Background: an optimization exercise with open tools, aiming at small area. Do not read the settings as production practice.
In this exercise RTL edits were held to simulation tests only and were not proved equivalent to the original.

--- run.sh ---
#!/bin/bash
# synth_recipe.tcl (not shown) runs the flow's synth.tcl, then flattens the netlist and writes it again
# the make line also repeats each setting of config.mk as NAME=value (left out here)
make -C /OpenROAD-flow-scripts/flow DESIGN_CONFIG=/design/flow/config.mk WORK_HOME=/design/flow/orfs CLKGATE_MAP_FILE= SYNTH_SCRIPT=/design/flow/synth_recipe.tcl finish
--- constraint.sdc ---
create_clock -name core_clock -period 40.0 [get_ports {clk}]
set_input_delay 8.0000 -clock core_clock [delete_from_list [all_inputs] [get_ports {clk}]]
set_output_delay 8.0000 -clock core_clock [all_outputs]
set_load 0.01 [all_outputs]
--- config.mk ---
export PLATFORM = sky130hd
export DESIGN_NAME = top_calc_accum_final
export DESIGN_NICKNAME = top_calc_accum_final
export VERILOG_FILES = /design/flow/design.v
export SDC_FILE = /design/flow/constraint.sdc
export NUM_CORES = 4
export LEC_CHECK = 0
export CAP_MARGIN = 20
export CORE_MARGIN = 2
export CORE_UTILIZATION = 40
export SLEW_MARGIN = 20
--- design.v ---
module synchronizer #(parameter WIDTH = 1) (
    input  wire clk,
    input  wire [WIDTH-1:0] async_in,
    output wire [WIDTH-1:0] sync_out
);
    genvar i;
    generate
        for (i = 0; i < WIDTH; i = i + 1) begin : GEN_SYNC
            reg d1, d2;
            always @(posedge clk) begin
                d1 <= async_in[i];
                d2 <= d1;
            end
            assign sync_out[i] = d2;
        end
    endgenerate
endmodule
module debounce_button_shift #(parameter SAMPLES = 8) (
    input  wire clk,
    input  wire rst,       
    input  wire btn_raw,   
    output reg  btn_pulse  
);
    reg d1, d2;
    always @(posedge clk) begin
        d1 <= btn_raw;
        d2 <= d1;
    end
    reg [SAMPLES-1:0] shift;
    reg stable;
    reg prev_stable;
    integer i;
    always @(posedge clk) begin
        if (rst) begin
            shift <= {SAMPLES{1'b0}};
            stable <= 1'b0;
            prev_stable <= 1'b0;
            btn_pulse <= 1'b0;
        end else begin
            shift <= {shift[SAMPLES-2:0], d2};
            prev_stable <= stable;
            if (&shift) stable <= 1'b1;
            else if (~|shift) stable <= 1'b0;
            btn_pulse <= (prev_stable == 1'b0) && (stable == 1'b1);
        end
    end
endmodule
module alu_add_sub (
    input  wire signed [7:0] a,
    input  wire signed [7:0] b,
    input  wire op_add,               
    output wire signed [7:0] result,
    output wire ovf                   
);
    wire signed [8:0] b_used_ext;
    wire signed [8:0] sum_ext;
    wire signed [7:0] b_used;
    assign b_used = op_add ? b : -b;
    assign sum_ext = $signed(a) + $signed(b_used);
    assign result = sum_ext[7:0];
    assign ovf = (~a[7] & ~b_used[7] & result[7]) |
                 ( a[7] &  b_used[7] & ~result[7]);
endmodule
module alu_shift_mul2_div2 (
    input  wire signed [7:0] a,       
    input  wire op_mul2,              
    output reg  signed [7:0] result,  
    output reg  err                   
);
    wire signed [8:0] a_ext    = {a[7], a};    
    wire signed [8:0] mul_tmp  = a_ext <<< 1;  
    integer abs_val;
    always @(*) begin
        err = 1'b0;
        result = 8'sd0;
        if (a == -8'sd128)
            abs_val = 128;
        else
            abs_val = a[7] ? -a : a;
        if (op_mul2) begin
            if (abs_val > 63) begin
                err = 1'b1;
                result = a;  
            end else begin
                result = (mul_tmp >>> 0);  
                result = result;           
                err = 1'b0;
            end
        end else begin
            if (a >= 0)
                result = a >>> 1;
            else if (a == -8'sd128)
                result = -8'sd64;
            else
                result = -((-a) >>> 1);
            err = 1'b0;
        end
    end
endmodule
module fraction_manager (
    input  wire        clk,
    input  wire        rst,
    input  wire        calc_pulse,      
    input  wire [1:0]  op_sel,          
    input  wire signed [7:0] acc_int,   
    input  wire signed [7:0] data_in,   
    output reg  [6:0]  frac_q,          
    output reg         frac_err         
);
    reg signed [31:0] combined;
    reg signed [31:0] combined2;
    reg signed [31:0] data_scaled;
    integer mag;
    integer tmp_frac;
    integer tmp_int;
    always @(posedge clk) begin
        if (rst) begin
            frac_q <= 7'd0;
            frac_err <= 1'b0;
        end else begin
            frac_err <= 1'b0;  
            if (calc_pulse) begin
                combined = acc_int * 100;
                if (acc_int < 0)
                    combined = combined - $signed(frac_q);
                else
                    combined = combined + $signed(frac_q);
                data_scaled = data_in * 100;
                case (op_sel)
                    2'b00: combined2 = combined + data_scaled;  
                    2'b01: combined2 = combined - data_scaled;  
                    2'b10: combined2 = combined <<< 1;          
                    2'b11: begin                               
                                combined2 = combined >>> 1;
                            end
                    default: combined2 = combined;
                endcase
                tmp_int = combined2 / 100;  
                if ((tmp_int > 127) || (tmp_int < -128)) begin
                    frac_err <= 1'b1;
                end else begin
                    mag = combined2;
                    if (mag < 0) mag = -mag;
                    tmp_frac = mag % 100;  
                    frac_q <= tmp_frac[6:0];
                end
            end
        end
    end
endmodule
module result_mux (
input wire [1:0] op_sel,
input wire signed [7:0] addsub_res,
input wire addsub_ovf,
input wire signed [7:0] muldiv_res,
input wire muldiv_err,
output reg signed [7:0] sel_res,
output reg ovf_flag,
output reg muldiv_err_flag
);
always @(*) begin
sel_res = 8'sd0;
ovf_flag = 1'b0;
muldiv_err_flag = 1'b0;
case (op_sel)
2'b00: begin sel_res = addsub_res; ovf_flag = addsub_ovf; end
2'b01: begin sel_res = addsub_res; ovf_flag = addsub_ovf; end
2'b10: begin sel_res = muldiv_res; muldiv_err_flag = muldiv_err; end
2'b11: begin sel_res = muldiv_res; muldiv_err_flag = muldiv_err; end
endcase
end
endmodule
module overflow_controller (
    input  wire clk,
    input  wire rst,
    input  wire calc_pulse,
    input  wire ovf_in,
    input  wire muldiv_err_in,
    output reg  accept_write,
    output reg  error_flag
);
    always @(posedge clk) begin
        if (rst) begin
            accept_write <= 1'b0;
            error_flag <= 1'b0;
        end else begin
            accept_write <= 1'b0;
            if (calc_pulse) begin
					 if (ovf_in || muldiv_err_in) begin
						  error_flag <= 1'b1;
						  accept_write <= 1'b0;  
								 end else begin
									  error_flag <= 1'b0;
									  accept_write <= 1'b1;  
								 end
							end
						else begin
                error_flag <= error_flag;
            end
        end
    end
endmodule
module accumulator (
    input  wire clk,
    input  wire rst,
    input  wire load_en,
    input  wire signed [7:0] d_in,
    output reg  signed [7:0] acc_out
);
    always @(posedge clk) begin
        if (rst) acc_out <= 8'sd0;
        else if (load_en) acc_out <= d_in;
        else acc_out <= acc_out;
    end
endmodule
module bin2decimal_fixed_combined (
    input  wire signed [7:0] acc_int,  
    input  wire [6:0]        frac,     
    output reg  [3:0] d4,  
    output reg  [3:0] d3,  
    output reg  [3:0] d2,  
    output reg  [3:0] d1,  
    output reg  [3:0] d0,  
    output reg         sign
);
    integer combined;
    integer mag;
    integer int_part;
    integer dec_part;
    always @(*) begin
        sign = acc_int[7];
        combined = acc_int * 100;
        if (acc_int < 0) combined = combined - frac;
        else combined = combined + frac;
        if (combined < 0) mag = -combined;
        else mag = combined;
        int_part = mag / 100;   
        dec_part = mag % 100;   
        d0 = dec_part % 10;            
        d1 = (dec_part / 10) % 10;     
        d2 = int_part % 10;            
        d3 = (int_part / 10) % 10;     
        d4 = (int_part / 100) % 10;    
    end
endmodule
module seven_seg_decoder #(parameter ACTIVE_LOW = 1) (
    input  wire [3:0] digit,  
    output reg  [6:0] seg_out  
);
    reg [6:0] seg_high;  
    always @(*) begin
        case (digit)
            4'd0: seg_high = 7'b1111110;
            4'd1: seg_high = 7'b0110000;
            4'd2: seg_high = 7'b1101101;
            4'd3: seg_high = 7'b1111001;
            4'd4: seg_high = 7'b0110011;
            4'd5: seg_high = 7'b1011011;
            4'd6: seg_high = 7'b1011111;
            4'd7: seg_high = 7'b1110000;
            4'd8: seg_high = 7'b1111111;
            4'd9: seg_high = 7'b1111011;
            4'd10: seg_high = 7'b0000001;  
            default: seg_high = 7'b0000000;  
        endcase
    end
    always @(*) begin
        if (ACTIVE_LOW)
            seg_out = ~seg_high;  
        else
            seg_out = seg_high;
    end
endmodule
module display_driver_top (
    input  wire [3:0] d4,
    input  wire [3:0] d3,
    input  wire [3:0] d2,
    input  wire [3:0] d1,
    input  wire [3:0] d0,
    output wire [6:0] disp4,
    output wire [6:0] disp3,
    output wire [6:0] disp2,
    output wire [6:0] disp1,
    output wire [6:0] disp0
);
    seven_seg_decoder #(.ACTIVE_LOW(1)) dec4(.digit(d4), .seg_out(disp4));
    seven_seg_decoder #(.ACTIVE_LOW(1)) dec3(.digit(d3), .seg_out(disp3));
    seven_seg_decoder #(.ACTIVE_LOW(1)) dec2(.digit(d2), .seg_out(disp2));
    seven_seg_decoder #(.ACTIVE_LOW(1)) dec1(.digit(d1), .seg_out(disp1));
    seven_seg_decoder #(.ACTIVE_LOW(1)) dec0(.digit(d0), .seg_out(disp0));
endmodule
module top_calc_accum_final (
    input  wire clk,
    input  wire reset,
    input  wire [1:0] op_sel_raw,
    input  wire [7:0] data_in_raw,
    input  wire calc_btn_raw,
    output wire [6:0] disp0,  
    output wire [6:0] disp1,  
    output wire [6:0] disp2,  
    output wire [6:0] disp3,  
    output wire [6:0] disp4,  
    output wire neg_flag,
    output wire error_flag,
    output wire [7:0] acc_out
);
    wire [1:0] op_sel;
    wire [7:0] data_in;
    wire calc_pulse;
	 wire [6:0] frac_q;
    wire frac_err;
    wire op_add, op_sub, op_mul2, op_div2;
    wire signed [7:0] addsub_res;
    wire addsub_ovf;
    wire signed [7:0] muldiv_res;
    wire muldiv_err;
    wire signed [7:0] sel_res;
    wire ovf_from_mux, muldiv_err_from_mux;
    wire acc_write_en;
    wire signed [7:0] acc_q;
    wire [3:0] D4, D3, D2, D1, D0;
    synchronizer #(.WIDTH(2)) sync_op(.clk(clk), .async_in(op_sel_raw), .sync_out(op_sel));
    synchronizer #(.WIDTH(8)) sync_data(.clk(clk), .async_in(data_in_raw), .sync_out(data_in));
    debounce_button_shift #(.SAMPLES(8)) db(
        .clk(clk),
        .rst(reset),
        .btn_raw(calc_btn_raw),
        .btn_pulse(calc_pulse)
    );
    wire op_add_local  = (op_sel == 2'b00);
    wire op_sub_local  = (op_sel == 2'b01);
    wire op_mul2_local = (op_sel == 2'b10);
    wire op_div2_local = (op_sel == 2'b11);
    alu_add_sub u_addsub(
        .a(acc_q),
        .b(data_in),
        .op_add(op_add_local),
        .result(addsub_res),
        .ovf(addsub_ovf)
    );
    alu_shift_mul2_div2 u_muldiv(
        .a(acc_q),
        .op_mul2(op_mul2_local),
        .result(muldiv_res),
        .err(muldiv_err)
    );
    fraction_manager u_frac (
        .clk(clk),
        .rst(reset),
        .calc_pulse(calc_pulse),
        .op_sel(op_sel),
        .acc_int(acc_q),
        .data_in(data_in),
        .frac_q(frac_q),
        .frac_err(frac_err)
    );
    result_mux u_mux(
        .op_sel(op_sel),
        .addsub_res(addsub_res),
        .addsub_ovf(addsub_ovf),
        .muldiv_res(muldiv_res),
        .muldiv_err(muldiv_err),
        .sel_res(sel_res),
        .ovf_flag(ovf_from_mux),
        .muldiv_err_flag(muldiv_err_from_mux)
    );
    wire muldiv_err_combined = muldiv_err_from_mux | frac_err;
    overflow_controller u_ovf(
        .clk(clk),
        .rst(reset),
        .calc_pulse(calc_pulse),
        .ovf_in(ovf_from_mux),
        .muldiv_err_in(muldiv_err_combined),
        .accept_write(acc_write_en),
        .error_flag(error_flag)
    );
    accumulator u_acc(
        .clk(clk),
        .rst(reset),
        .load_en(acc_write_en),
        .d_in(sel_res),
        .acc_out(acc_q)
    );
    assign acc_out = acc_q;
    assign neg_flag = ~acc_q[7];
    bin2decimal_fixed_combined u_b2d(
        .acc_int(acc_q),
        .frac(frac_q),
        .d4(D4), .d3(D3), .d2(D2), .d1(D1), .d0(D0),
        .sign()
    );
    display_driver_top u_displays(
        .d4(D4),
        .d3(D3),
        .d2(D2),
        .d1(D1),
        .d0(D0),
        .disp4(disp4),
        .disp3(disp3),
        .disp2(disp2),
        .disp1(disp1),
        .disp0(disp0)
    );
endmodule
==> impl_metrics.ini <==
[global_routing]
track_usage = 0.242
antenna_found_initial = 0
grt_start_max_net_pins = 66
grt_pass1_vias = 26200
overflow = 0
grt_pass1_wl_mm = 137

[timing]
fin_setup_tns_ns = 0
period_share = 0.926
postLayoutSetupSlackWorst_ns = 2.97
hold_violations = 0
layout_min_cycle_time_ns = 37.03
worst_pin_slew_ns = 1.04
rsz0062_at_grt = no
relSlewSlack = 0.305
fmax_mhz = 27.0
maxSlewViolCount = 0
skew_ns = 0.0120
setup_viol = 0

[placement]
placed_area_sq_um = 26700
gp_congestion = 0.980
place_ws_ns = 3.69
place.port_buffers = 57
place.detailed.hpwl_mm = 66.1

[synthesis]
synth_top_area_cell = ha_1
avgSynthCellArea_sq_um = 6.70
synth_edf_count = 0
async_flop_share = 0
syn_area_sq_um = 25500
synth.distinct_cells = 141
synth_top_area_frac = 0.0937
synth.area.top_cells = ha_1, xnor2_1, a21oi_1
yosysWarnings = 10
seq_area_frac_synth = 0.0400
ys_seq_elements = 51
syn_nets = 4030
synth_ff_type = dfxtp_1
syn-instance-count = 3811

[floorplanning]
die_h_um = 257
start_util = 0.405
ios = 58
die_area_sq_um = 65800
core_area_sq_um = 63100
die_x_um = 257
rows = 92

[detailed_routing]
drc_errors = 0
routed_wl_mm = 83.9
ant_nets = 0
num_vias = 29000
drt_iter0_markers = 2672
wl_per_cell_um = 18.3
first_pass_iters = 6
via_per_inst = 6.32

[final_layout]
layout_commonest_cell = nor2_1
nets = 3963
stdcell_area_sq_um = 26800
mostFrequentLayoutCells = nor2_1, nand2_1, a21oi_1
antenna-diode-count = 0
area_delta_synth_final_pct = 5.22
post-route-util = 0.426
drive_gt1_frac = 0.0577

[critical_path]
start_kind = flip-flop
cp.arrival_ns = 29.03
crit_type = reg2out
worst-path-max-fanout = 19
cpMaxStageDelayCell = o21ai_1
end_kind = primary output
required_ns = 32.00
slowest_delay_ns = 0.86

[min_path]
hp-class = reg2reg

[clock_tree]
clkTransAtPathRegs_ns = 0.08
hold_buffers = 0
cts-resized-gates = 0
insertion_delay_ns = 0.32
h-tree-depth = 2
clk_path_buf_depth = 2
cts_made_buffers = 5
cts_tree = done
post_cts.repair.setup_buffers = 0
clkSinkCount = 51
cts-root-buf = clkbuf_16

[run]
cap_violations = 0

[run_status]
status = finished clean
## worst paths after layout
kind                                                          to  slack, ns  depth (start not counted)                             start
worst max-delay path                                    disp3[1]       2.97                        103     u_acc.acc_out[1]$_SDFFE_PP0P_
worst min-delay path            sync_data.GEN_SYNC[1].d2$_DFF_P_       0.32                          0  sync_data.GEN_SYNC[1].d1$_DFF_P_
worst max register to register     u_frac.frac_q[4]$_SDFFE_PP0P_       7.21                        100     u_acc.acc_out[1]$_SDFFE_PP0P_
worst min register to register  sync_data.GEN_SYNC[1].d2$_DFF_P_       0.32                          0  sync_data.GEN_SYNC[1].d1$_DFF_P_
## cells in the mapped netlist (all sizes together), types with 16 or more instances
library cell  count
o211a            21
a21o             70
a211oi           75
and2             56
o21bai           17
nand2           358
ha              191
maj3             20
a21boi           18
mux2i            64
dfxtp            51
o221ai           16
or3              48
a21oi           300
nand2b           39
and3             52
nor2            388
o21a             58
or4              26
a221oi           16
nor2b            53
o21ai           274
a211o            22
nor4             45
a311oi           21
mux2             22
nand4            41
o211ai           64
o22ai            37
a31oi            69
clkbuf          112
or2              39
nor3            135
o31a             16
o32ai            18
o2111ai          24
xnor2           195
xor2             63
buf              53
a31o             20
a22oi            19
nor3b            17
inv             177
o31ai            61
nand3           126
## metrics by stage
step | hold slack (ns) | std cells
global route | 0.334 | 4591
floorplan | 0.310 | 3811
CTS | 0.331 | 4590
finish | 0.321 | 4591
global placement | 0.311 | 4582
detailed placement | 0.314 | 4582
## final cells by class
cell class | instances | area [sq um]
sequential | 51 | 1020
clock inverter | 3 | 23.8
timing repair buffer | 91 | 826
clock buffer | 5 | 125
multi-input combinational | 3418 | 23100
inverter | 177 | 664
tap | 846 | 1060
fill | 6807 | 36200
## registers in the layout, summed over array words and instances, names as in the netlist
| register | cells |
|---|---|
| db.shift | 8 |
| u_acc.acc_out | 8 |
| sync_data.GEN_SYNC.d2 | 8 |
| u_ovf.error_flag | 1 |
| db.btn_pulse | 1 |
| u_frac.frac_q | 7 |
| sync_op.GEN_SYNC.d2 | 2 |
| sync_op.GEN_SYNC.d1 | 2 |
| u_ovf.accept_write | 1 |
| u_frac.frac_err | 1 |
| db.prev_stable | 1 |
| db.d1 | 1 |
| db.stable | 1 |
| db.d2 | 1 |
| sync_data.GEN_SYNC.d1 | 8 |
## layer usage
metal	vias to the layer above	share of wire	GRT usage
met4	0	0.028	0.0662
li1	14300	-	-
met5	-	0	0
met2	1107	0.44	0.395
met3	132	0.061	0.0182
met1	13500	0.47	0.340
## kinds of logic (layout without fill, tap and decap cells)
| group | after synthesis | count (layout) | synth area share |
|---|---|---|---|
| AOI/OAI and AO/OA | 1382 | 1382 | 0.382 |
| and+or+nand+nor | 1466 | 1466 | 0.285 |
| adders and majority gates | 226 | 226 | 0.113 |
| muxes | 86 | 86 | 0.0350 |
| DFF | 51 | 51 | 0.0400 |
| xor gates and xnor gates | 258 | 258 | 0.0905 |
| buffers and inverters | 342 | 276 | 0.0545 |
## critical path, delay by kind of cell (launching register included)
family	cells	cell delay (ns)
and+or+nand+nor	24	5.17
muxes	7	2.36
buffers and inverters	6	1.54
xor gates and xnor gates	8	2.40
adders and majority gates	15	5.16
DFF	1	0.57
AOI/OAI and AO/OA	43	11.50

[separate check: timing with driven ports]
In the flow no input, the clock included, has a driving cell. The finished layout below was timed again as built, in two steps.
Step 1 assumes that a clkbuf_16 drives the clock port and a buf_2 every other input.
Step 2, shift: input delay + t, output delay - t, t = (earliest + latest rising clock arrival at the registers) / 2. This alone moves slack from input paths to output paths.
Three values: ideal ports, drivers, drivers and shift; two values: the first two.
t (ns): 0.358
setup WS [ns]: 2.970 / 2.923 / 3.281
hold slack, ns: 0.321 / 0.321 / 0.321
clock arrival spread, ns: 0.012 / 0.012
worst data-port slew with drivers (ns): 0.03
After both steps this run still meets setup and hold. For this run, drivers alone change the setup slack by -0.047 ns; drivers and shift together by +0.311 ns.
